Context: an optimization exercise on an open-source flow, tuned for small area. The choices shown serve that exercise and are no tape-out recipe. Only simulation tests tie the RTL to the original design; equivalence was not proved. The clock port is modelled as an ideal driver, which makes a skipped or thinned clock tree look cheaper than it is; a real chip needs a root buffer or a tree. Power and IR drop assume default switching activity.

==> flow/design.v (excerpt) <==
module traffic_light (
	input clk,     
	input rst_n,   
	output [7:0]Row_Scan_Sig,
	output[1:0]Column_Scan_Sig,
	output[1:0]Column_Scan_Sig2,
	output [3:0]ledout
);
==> flow/config.mk <==
export PLATFORM = sky130hd
export DESIGN_NAME = traffic_light
export DESIGN_NICKNAME = traffic_light
export VERILOG_FILES = /design/flow/design.v
export SDC_FILE = /design/flow/constraint.sdc
export NUM_CORES = 4
export LEC_CHECK = 0
export CAP_MARGIN = 20
export CORE_MARGIN = 2
export CORE_UTILIZATION = 70
export SLEW_MARGIN = 20
==> flow/constraint.sdc <==
create_clock -name core_clock -period 5.0 [get_ports {clk}]
set_input_delay 1.0000 -clock core_clock [delete_from_list [all_inputs] [get_ports {clk}]]
set_output_delay 1.0000 -clock core_clock [all_outputs]
set_load 0.01 [all_outputs]
standard.sh (not shown) runs the stock make flow with config.mk's settings and CLKGATE_MAP_FILE= SYNTH_SCRIPT=/design/flow/synth_recipe.tcl, a recipe that flattens the netlist after the stock synthesis.
==> flow/flow/run.sh <==
#!/bin/bash
# Own layout flow: the standard flow, with two changes for area.
#  1. After the standard synthesis, its combinational logic is re-mapped with an
#     area-oriented ABC script (flip-flops untouched: same names, same cells).
#  2. Ports are buffered with buf_1.
#  3. The clock tree is one clkbuf_16 driving every register (cts_one_buffer.tcl,
#     run as ORFS's PRE_CTS_TCL hook in place of TritonCTS).
# Each tool's output goes to a log file of its own in the work folder.
set -euo pipefail
W=$(pwd)
LIB=$FLOW_HOME/platforms/sky130hd/lib/sky130_fd_sc_hd__tt_025C_1v80.lib
R=$W/orfs/results/${FLOW_PLATFORM}/traffic_light/base
YOSYS=$(command -v yosys || echo "$FLOW_HOME/../tools/install/yosys/bin/yosys")

bash standard.sh synth > "$W/log_1_std_synth.txt" 2>&1
cp "$R/1_2_yosys.v" "$W/std_1_2_yosys.v"

sed -e "s#@LIB@#$LIB#g" -e "s#@IN@#$W/std_1_2_yosys.v#" -e "s#@OUT@#$W/remap_1_2_yosys.v#" \
    -e "s#@TOP@#$FLOW_TOP#" -e "s#@ABC@#$W/flow/remap.abc#" flow/remap.ys > "$W/remap_run.ys"
ok=0
if "$YOSYS" -s "$W/remap_run.ys" > "$W/log_2_remap.txt" 2>&1; then
  # the flip-flops must be exactly the standard synthesis's
  grep -E '^\s*sky130_fd_sc_hd__df' "$W/std_1_2_yosys.v" | awk '{print $1, $2}' | sort > "$W/ff_std.txt"
  grep -E '^\s*sky130_fd_sc_hd__df' "$W/remap_1_2_yosys.v" | awk '{print $1, $2}' | sort > "$W/ff_remap.txt"
  if [[ -s "$W/ff_std.txt" ]] && cmp -s "$W/ff_std.txt" "$W/ff_remap.txt"; then ok=1; fi
fi
if [[ $ok == 1 ]]; then
  echo "using the re-mapped netlist" > "$W/log_3_choice.txt"
  cp "$W/remap_1_2_yosys.v" "$R/1_2_yosys.v"
  touch "$R/1_2_yosys.v"
  bash standard.sh synth > "$W/log_4_synth_odb.txt" 2>&1
else
  echo "re-map failed or changed the flip-flops: using the standard netlist" > "$W/log_3_choice.txt"
fi

bash standard.sh finish \
  "BUFFER_PORTS_ARGS=-buffer_cell sky130_fd_sc_hd__buf_1" \
  "PRE_CTS_TCL=$W/flow/cts_one_buffer.tcl" \
  > "$W/log_5_layout.txt" 2>&1
==> flow/flow/cts_one_buffer.tcl <==
# PRE_CTS_TCL hook: a clock tree of one buffer. The clock port drives a single
# clkbuf_16 placed at the centre of the registers, and that buffer drives every
# register's clock pin, so all registers get the same clock arrival.
rename clock_tree_synthesis orfs_clock_tree_synthesis
proc clock_tree_synthesis { args } {
  set block [ord::get_db_block]
  set clknet [[$block findBTerm clk] getNet]
  set master [[ord::get_db] findMaster sky130_fd_sc_hd__clkbuf_16]
  set buf [odb::dbInst_create $block $master clkbuf_root]
  set net [odb::dbNet_create $block clk_root]
  $net setSigType CLOCK
  set xs 0
  set ys 0
  set n 0
  foreach it [$clknet getITerms] {
    set inst [$it getInst]
    if { [$inst getName] == "clkbuf_root" } { continue }
    set loc [$inst getLocation]
    set xs [expr { $xs + [lindex $loc 0] }]
    set ys [expr { $ys + [lindex $loc 1] }]
    incr n
    $it disconnect
    $it connect $net
  }
  $buf setLocation [expr { $xs / $n }] [expr { $ys / $n }]
  $buf setPlacementStatus PLACED
  [$buf findITerm A] connect $clknet
  [$buf findITerm X] connect $net
  puts "clock_tree_synthesis (one buffer): clkbuf_16 drives $n clock pins"
  set_propagated_clock [all_clocks]
}
Other scripts of this flow, unchanged in this note and not shown: flow/flow/remap.abc, flow/flow/remap.ys
The baseline finished with timing, DRC and antenna clean.
Change:
--- a/flow/flow/cts_one_buffer.tcl
+++ b/flow/flow/cts_one_buffer.tcl
@@ -6,3 +6,4 @@
   set block [ord::get_db_block]
-  set clknet [[$block findBTerm clk] getNet]
+  set port [lindex [get_ports clk] 0]
+  set clknet [$block findNet [get_full_name [get_nets -of_objects $port]]]
   set master [[ord::get_db] findMaster sky130_fd_sc_hd__clkbuf_16]
Now the flow did not get past 4_1_cts.
Area after synthesis does not change.
Synthesized cell count is unchanged.
Change:
--- a/flow/flow/run.sh
+++ b/flow/flow/run.sh
@@ -4,5 +4,3 @@
 #     area-oriented ABC script (flip-flops untouched: same names, same cells).
-#  2. Ports are buffered with buf_1.
-#  3. The clock tree is one clkbuf_16 driving every register (cts_one_buffer.tcl,
-#     run as ORFS's PRE_CTS_TCL hook in place of TritonCTS).
+#  2. Ports are buffered with buf_1, and CTS inserts no dummy load.
 # Each tool's output goes to a log file of its own in the work folder.
@@ -35,5 +33,6 @@
 
+CTS="-sink_clustering_enable -repair_clock_nets -dont_use_dummy_load -buf_list sky130_fd_sc_hd__clkbuf_8"
 bash standard.sh finish \
   "BUFFER_PORTS_ARGS=-buffer_cell sky130_fd_sc_hd__buf_1" \
-  "PRE_CTS_TCL=$W/flow/cts_one_buffer.tcl" \
+  "CTS_ARGS=$CTS" \
   > "$W/log_5_layout.txt" 2>&1
- CORE_UTILIZATION: 70 -> 85
removed: flow/flow/cts_one_buffer.tcl
Now the flow never finished: it broke off in 3_3_place_gp.
Synthesized area stays the same.
Synthesized cell count does not change.
Change:
- CORE_UTILIZATION: 85 -> 60
After rerunning:
- This time the run completed with no timing, DRC or antenna violations
- synthesized cell count does not change
- synthesized area does not change
Change:
--- a/flow/flow/run.sh
+++ b/flow/flow/run.sh
@@ -4,3 +4,5 @@
 #     area-oriented ABC script (flip-flops untouched: same names, same cells).
-#  2. Ports are buffered with buf_1, and CTS inserts no dummy load.
+#  2. Ports are buffered with buf_1.
+#  3. The clock tree is one clkbuf_16 driving every register (cts_one_buffer.tcl,
+#     run as ORFS's PRE_CTS_TCL hook in place of TritonCTS).
 # Each tool's output goes to a log file of its own in the work folder.
@@ -33,6 +35,5 @@
 
-CTS="-sink_clustering_enable -repair_clock_nets -dont_use_dummy_load -buf_list sky130_fd_sc_hd__clkbuf_8"
 bash standard.sh finish \
   "BUFFER_PORTS_ARGS=-buffer_cell sky130_fd_sc_hd__buf_1" \
-  "CTS_ARGS=$CTS" \
+  "PRE_CTS_TCL=$W/flow/cts_one_buffer.tcl" \
   > "$W/log_5_layout.txt" 2>&1
==> flow/flow/cts_one_buffer.tcl (new file) <==
# PRE_CTS_TCL hook: a clock tree of one buffer. The clock port drives a single
# clkbuf_16 placed at the centre of the registers, and that buffer drives every
# register's clock pin, so all registers get the same clock arrival.
rename clock_tree_synthesis orfs_clock_tree_synthesis
proc clock_tree_synthesis { args } {
  set block [ord::get_db_block]
  set clknet [[$block findBTerm clk] getNet]
  set master [[ord::get_db] findMaster sky130_fd_sc_hd__clkbuf_16]
  set buf [odb::dbInst_create $block $master clkbuf_root]
  set net [odb::dbNet_create $block clk_root]
  $net setSigType CLOCK
  set xs 0
  set ys 0
  set n 0
  foreach it [$clknet getITerms] {
    set inst [$it getInst]
    if { [$inst getName] == "clkbuf_root" } { continue }
    set loc [$inst getLocation]
    set xs [expr { $xs + [lindex $loc 0] }]
    set ys [expr { $ys + [lindex $loc 1] }]
    incr n
    $it disconnect
    $it connect $net
  }
  $buf setLocation [expr { $xs / $n }] [expr { $ys / $n }]
  $buf setPlacementStatus PLACED
  [$buf findITerm A] connect $clknet
  [$buf findITerm X] connect $net
  puts "clock_tree_synthesis (one buffer): clkbuf_16 drives $n clock pins"
  set_propagated_clock [all_clocks]
}
- CORE_AREA: default -> 2.3 2.72 57.6 59.9
- CORE_MARGIN: 2 -> default
- CORE_UTILIZATION: 60 -> default
- DIE_AREA: default -> 0 0 59.7 62.0
Result:
- utilization is lower by 32 points
- total power is lower by 8.8%
- cell area is lower by 0.39%
- worst setup slack improves by 68 ps
- die area is higher by 63%
- synthesized cell count is unchanged
- clock power is lower by 25%
- wire length is lower by 6.1%
- synthesized area does not change
- clock skew is lower by 25 ps
In the first and fifth runs of this note the design's own scripts or RTL, not TritonCTS, make the clock network.

* * *

traffic_light, a different RTL version from the one above (not shown whole).
Size in the first run: about 110 cells after synthesis, roughly 18 I/O pins.
// traffic_light
module traffic_light (
	input clk,     
	input rst_n,   
	output [7:0]Row_Scan_Sig,
	output[1:0]Column_Scan_Sig,
	output[1:0]Column_Scan_Sig2,
	output [3:0]ledout
);
Settings: LEC_CHECK=0, CAP_MARGIN=20, CORE_AREA=2.3 2.72 57.6 59.9, DIE_AREA=0 0 59.7 62.0, SLEW_MARGIN=20; clock period 5.0 ns.
==> flow/flow/run.sh <==
#!/bin/bash
# Own layout flow: the standard flow, with three changes for area.
#  1. After the standard synthesis, its combinational logic is re-mapped with an
#     area-oriented ABC script (flip-flops untouched: same names, same cells).
#     ABC's deepsyn is randomised, so it runs in rounds of four seeds, each round
#     starting from the smallest netlist so far whose flip-flops match the
#     standard synthesis's; the smallest is kept.
#  2. Ports are buffered with buf_1.
#  3. The clock tree is one buf_12 driving every register (cts_one_buffer.tcl,
#     run as ORFS's PRE_CTS_TCL hook in place of TritonCTS).
# Each tool's output goes to a log file of its own in the work folder.
set -euo pipefail
W=$(pwd)
LIB=$FLOW_HOME/platforms/sky130hd/lib/sky130_fd_sc_hd__tt_025C_1v80.lib
R=$W/orfs/results/${FLOW_PLATFORM}/traffic_light/base
YOSYS=$(command -v yosys || echo "$FLOW_HOME/../tools/install/yosys/bin/yosys")

bash standard.sh synth > "$W/log_1_std_synth.txt" 2>&1
cp "$R/1_2_yosys.v" "$W/std_1_2_yosys.v"
grep -E '^\s*sky130_fd_sc_hd__df' "$W/std_1_2_yosys.v" | awk '{print $1, $2}' | sort > "$W/ff_std.txt"

# Five rounds of four ABC runs (four seeds) each; every round starts from the
# smallest netlist so far, whose flip-flops must be exactly the standard synthesis's.
cur="$W/std_1_2_yosys.v"
best=""
best_area=""
for round in 1 2 3 4 5; do
  for S in 1 2 3 4; do
    N=r${round}s$S
    sed -e "s#@SEED@#$round$S#" flow/remap.abc > "$W/remap_$N.abc"
    sed -e "s#@LIB@#$LIB#g" -e "s#@IN@#$cur#" -e "s#@OUT@#$W/remap_$N.v#" \
        -e "s#@TOP@#$FLOW_TOP#" -e "s#@ABC@#$W/remap_$N.abc#" flow/remap.ys > "$W/remap_$N.ys"
    ( "$YOSYS" -s "$W/remap_$N.ys" > "$W/log_2_remap_$N.txt" 2>&1 || true ) &
  done
  wait
  for S in 1 2 3 4; do
    N=r${round}s$S
    [[ -s "$W/remap_$N.v" ]] || continue
    grep -E '^\s*sky130_fd_sc_hd__df' "$W/remap_$N.v" | awk '{print $1, $2}' | sort > "$W/ff_remap_$N.txt"
    [[ -s "$W/ff_std.txt" ]] && cmp -s "$W/ff_std.txt" "$W/ff_remap_$N.txt" || continue
    a=$(grep 'Chip area' "$W/log_2_remap_$N.txt" | tail -1 | awk '{print $NF}')
    [[ -n "$a" ]] || continue
    if [[ -z "$best" ]] || awk -v a="$a" -v b="$best_area" 'BEGIN { exit !(a < b) }'; then
      best=$N
      best_area=$a
    fi
  done
  [[ -n "$best" ]] && cur="$W/remap_$best.v"
done

if [[ -n "$best" ]]; then
  echo "using the re-mapped netlist $best (area $best_area)" > "$W/log_3_choice.txt"
  cp "$W/remap_$best.v" "$R/1_2_yosys.v"
  touch "$R/1_2_yosys.v"
  bash standard.sh synth > "$W/log_4_synth_odb.txt" 2>&1
else
  echo "re-map failed or changed the flip-flops: using the standard netlist" > "$W/log_3_choice.txt"
fi

bash standard.sh finish \
  "BUFFER_PORTS_ARGS=-buffer_cell sky130_fd_sc_hd__buf_1" \
  "PRE_CTS_TCL=$W/flow/cts_one_buffer.tcl" \
  > "$W/log_5_layout.txt" 2>&1
==> flow/flow/remap.abc <==
strash
&get -n
&deepsyn -T 30 -S @SEED@
&put
dch -f
amap
strash
dch -f
amap
topo
Other scripts of this flow, unchanged in this note and not shown: flow/flow/cts_one_buffer.tcl, flow/flow/remap.ys
Change:
--- a/flow/flow/run.sh
+++ b/flow/flow/run.sh
@@ -5,3 +5,2 @@
-#     ABC's deepsyn is randomised, so it runs in rounds of four seeds, each round
-#     starting from the smallest netlist so far whose flip-flops match the
-#     standard synthesis's; the smallest is kept.
+#     ABC's deepsyn is randomised, so it runs with two scripts and four seeds each,
+#     and the smallest netlist whose flip-flops match the standard synthesis's is kept.
@@ -22,6 +21,2 @@
-# Five rounds of four ABC runs (four seeds) each; every round starts from the
-# smallest netlist so far, whose flip-flops must be exactly the standard synthesis's.
-cur="$W/std_1_2_yosys.v"
-best=""
-best_area=""
-for round in 1 2 3 4 5; do
+# eight ABC runs, four at a time: two scripts (remap_a.abc, remap_b.abc), four seeds each
+for K in a b; do
@@ -29,3 +24,3 @@
-    N=r${round}s$S
-    sed -e "s#@SEED@#$round$S#" flow/remap.abc > "$W/remap_$N.abc"
-    sed -e "s#@LIB@#$LIB#g" -e "s#@IN@#$cur#" -e "s#@OUT@#$W/remap_$N.v#" \
+    N=$K$S
+    sed -e "s#@SEED@#$S#" flow/remap_$K.abc > "$W/remap_$N.abc"
+    sed -e "s#@LIB@#$LIB#g" -e "s#@IN@#$W/std_1_2_yosys.v#" -e "s#@OUT@#$W/remap_$N.v#" \
@@ -36,13 +31,15 @@
-  for S in 1 2 3 4; do
-    N=r${round}s$S
-    [[ -s "$W/remap_$N.v" ]] || continue
-    grep -E '^\s*sky130_fd_sc_hd__df' "$W/remap_$N.v" | awk '{print $1, $2}' | sort > "$W/ff_remap_$N.txt"
-    [[ -s "$W/ff_std.txt" ]] && cmp -s "$W/ff_std.txt" "$W/ff_remap_$N.txt" || continue
-    a=$(grep 'Chip area' "$W/log_2_remap_$N.txt" | tail -1 | awk '{print $NF}')
-    [[ -n "$a" ]] || continue
-    if [[ -z "$best" ]] || awk -v a="$a" -v b="$best_area" 'BEGIN { exit !(a < b) }'; then
-      best=$N
-      best_area=$a
-    fi
-  done
-  [[ -n "$best" ]] && cur="$W/remap_$best.v"
+done
+
+best=""
+best_area=""
+for S in a1 a2 a3 a4 b1 b2 b3 b4; do
+  [[ -s "$W/remap_$S.v" ]] || continue
+  # the flip-flops must be exactly the standard synthesis's
+  grep -E '^\s*sky130_fd_sc_hd__df' "$W/remap_$S.v" | awk '{print $1, $2}' | sort > "$W/ff_remap_$S.txt"
+  [[ -s "$W/ff_std.txt" ]] && cmp -s "$W/ff_std.txt" "$W/ff_remap_$S.txt" || continue
+  a=$(grep 'Chip area' "$W/log_2_remap_$S.txt" | tail -1 | awk '{print $NF}')
+  [[ -n "$a" ]] || continue
+  if [[ -z "$best" ]] || awk -v a="$a" -v b="$best_area" 'BEGIN { exit !(a < b) }'; then
+    best=$S
+    best_area=$a
+  fi
@@ -52 +49 @@
-  echo "using the re-mapped netlist $best (area $best_area)" > "$W/log_3_choice.txt"
+  echo "using the re-mapped netlist of seed $best (area $best_area)" > "$W/log_3_choice.txt"
==> flow/flow/remap_a.abc (new file) <==
strash
&get -n
&deepsyn -T 25 -S @SEED@
&put
dch -f
amap
strash
&get -n
&deepsyn -T 25 -S 1@SEED@
&put
dch -f
amap
topo
==> flow/flow/remap_b.abc (new file) <==
strash
&get -n
&deepsyn -T 30 -S @SEED@
&put
dch -f
amap
strash
dch -f
amap
topo
removed: flow/flow/remap.abc
After rerunning:
- final area climbs by 1.1%
- hold slack improves by 0.0078 ns
- cell count is higher by 1.2%
- via count goes up by 4.2%
- die area stays the same
- routed wire length went up by 4.6%
- core utilization grows by 0.44 points
- total power stays flat
- sequential power hardly moves
- worst setup slack is worse by 0.52 ns
- critical path depth is lower by 2
No run of this note takes its clock network from TritonCTS; it comes from the design's own scripts or RTL.

what the ideal ports hide:
The flow's constraints put no driver on any port. The routed layouts listed below were extracted and timed again, unchanged, in two steps.
Step 1 sets driving cells, clkbuf_16 on the clock port and buf_2 on the other inputs (assumed; they add their load-dependent delay and slew).
Step 2 moves the port delays by t, midway between the first and last clock arrival at a register: inputs arrive t later, outputs are due t later. That takes back most of the time a late clock gives input paths.
a / b / c = no drivers / after step 1 / after step 2; a / b = the first two.
| run | shift t [ns] | setup WS [ns] | hold WS [ns] |
|---|---|---|---|
| the first run of note 1 | 0.176 | 1.649 / 1.622 / 1.799 | 0.380 / 0.380 / 0.380 |
| the fourth run of note 1 | 0.285 | 1.541 / 1.517 / 1.803 | 0.394 / 0.394 / 0.394 |
| the fifth run of note 1 | 0.181 | 1.608 / 1.578 / 1.760 | 0.384 / 0.384 / 0.384 |
| the first run of note 2 | 0.157 | 1.185 / 1.185 / 1.185 | 0.371 / 0.371 / 0.371 |
| the second run of note 2 | 0.156 | 0.664 / 0.664 / 0.664 | 0.378 / 0.378 / 0.378 |
After both steps setup and hold are still met in every run listed.
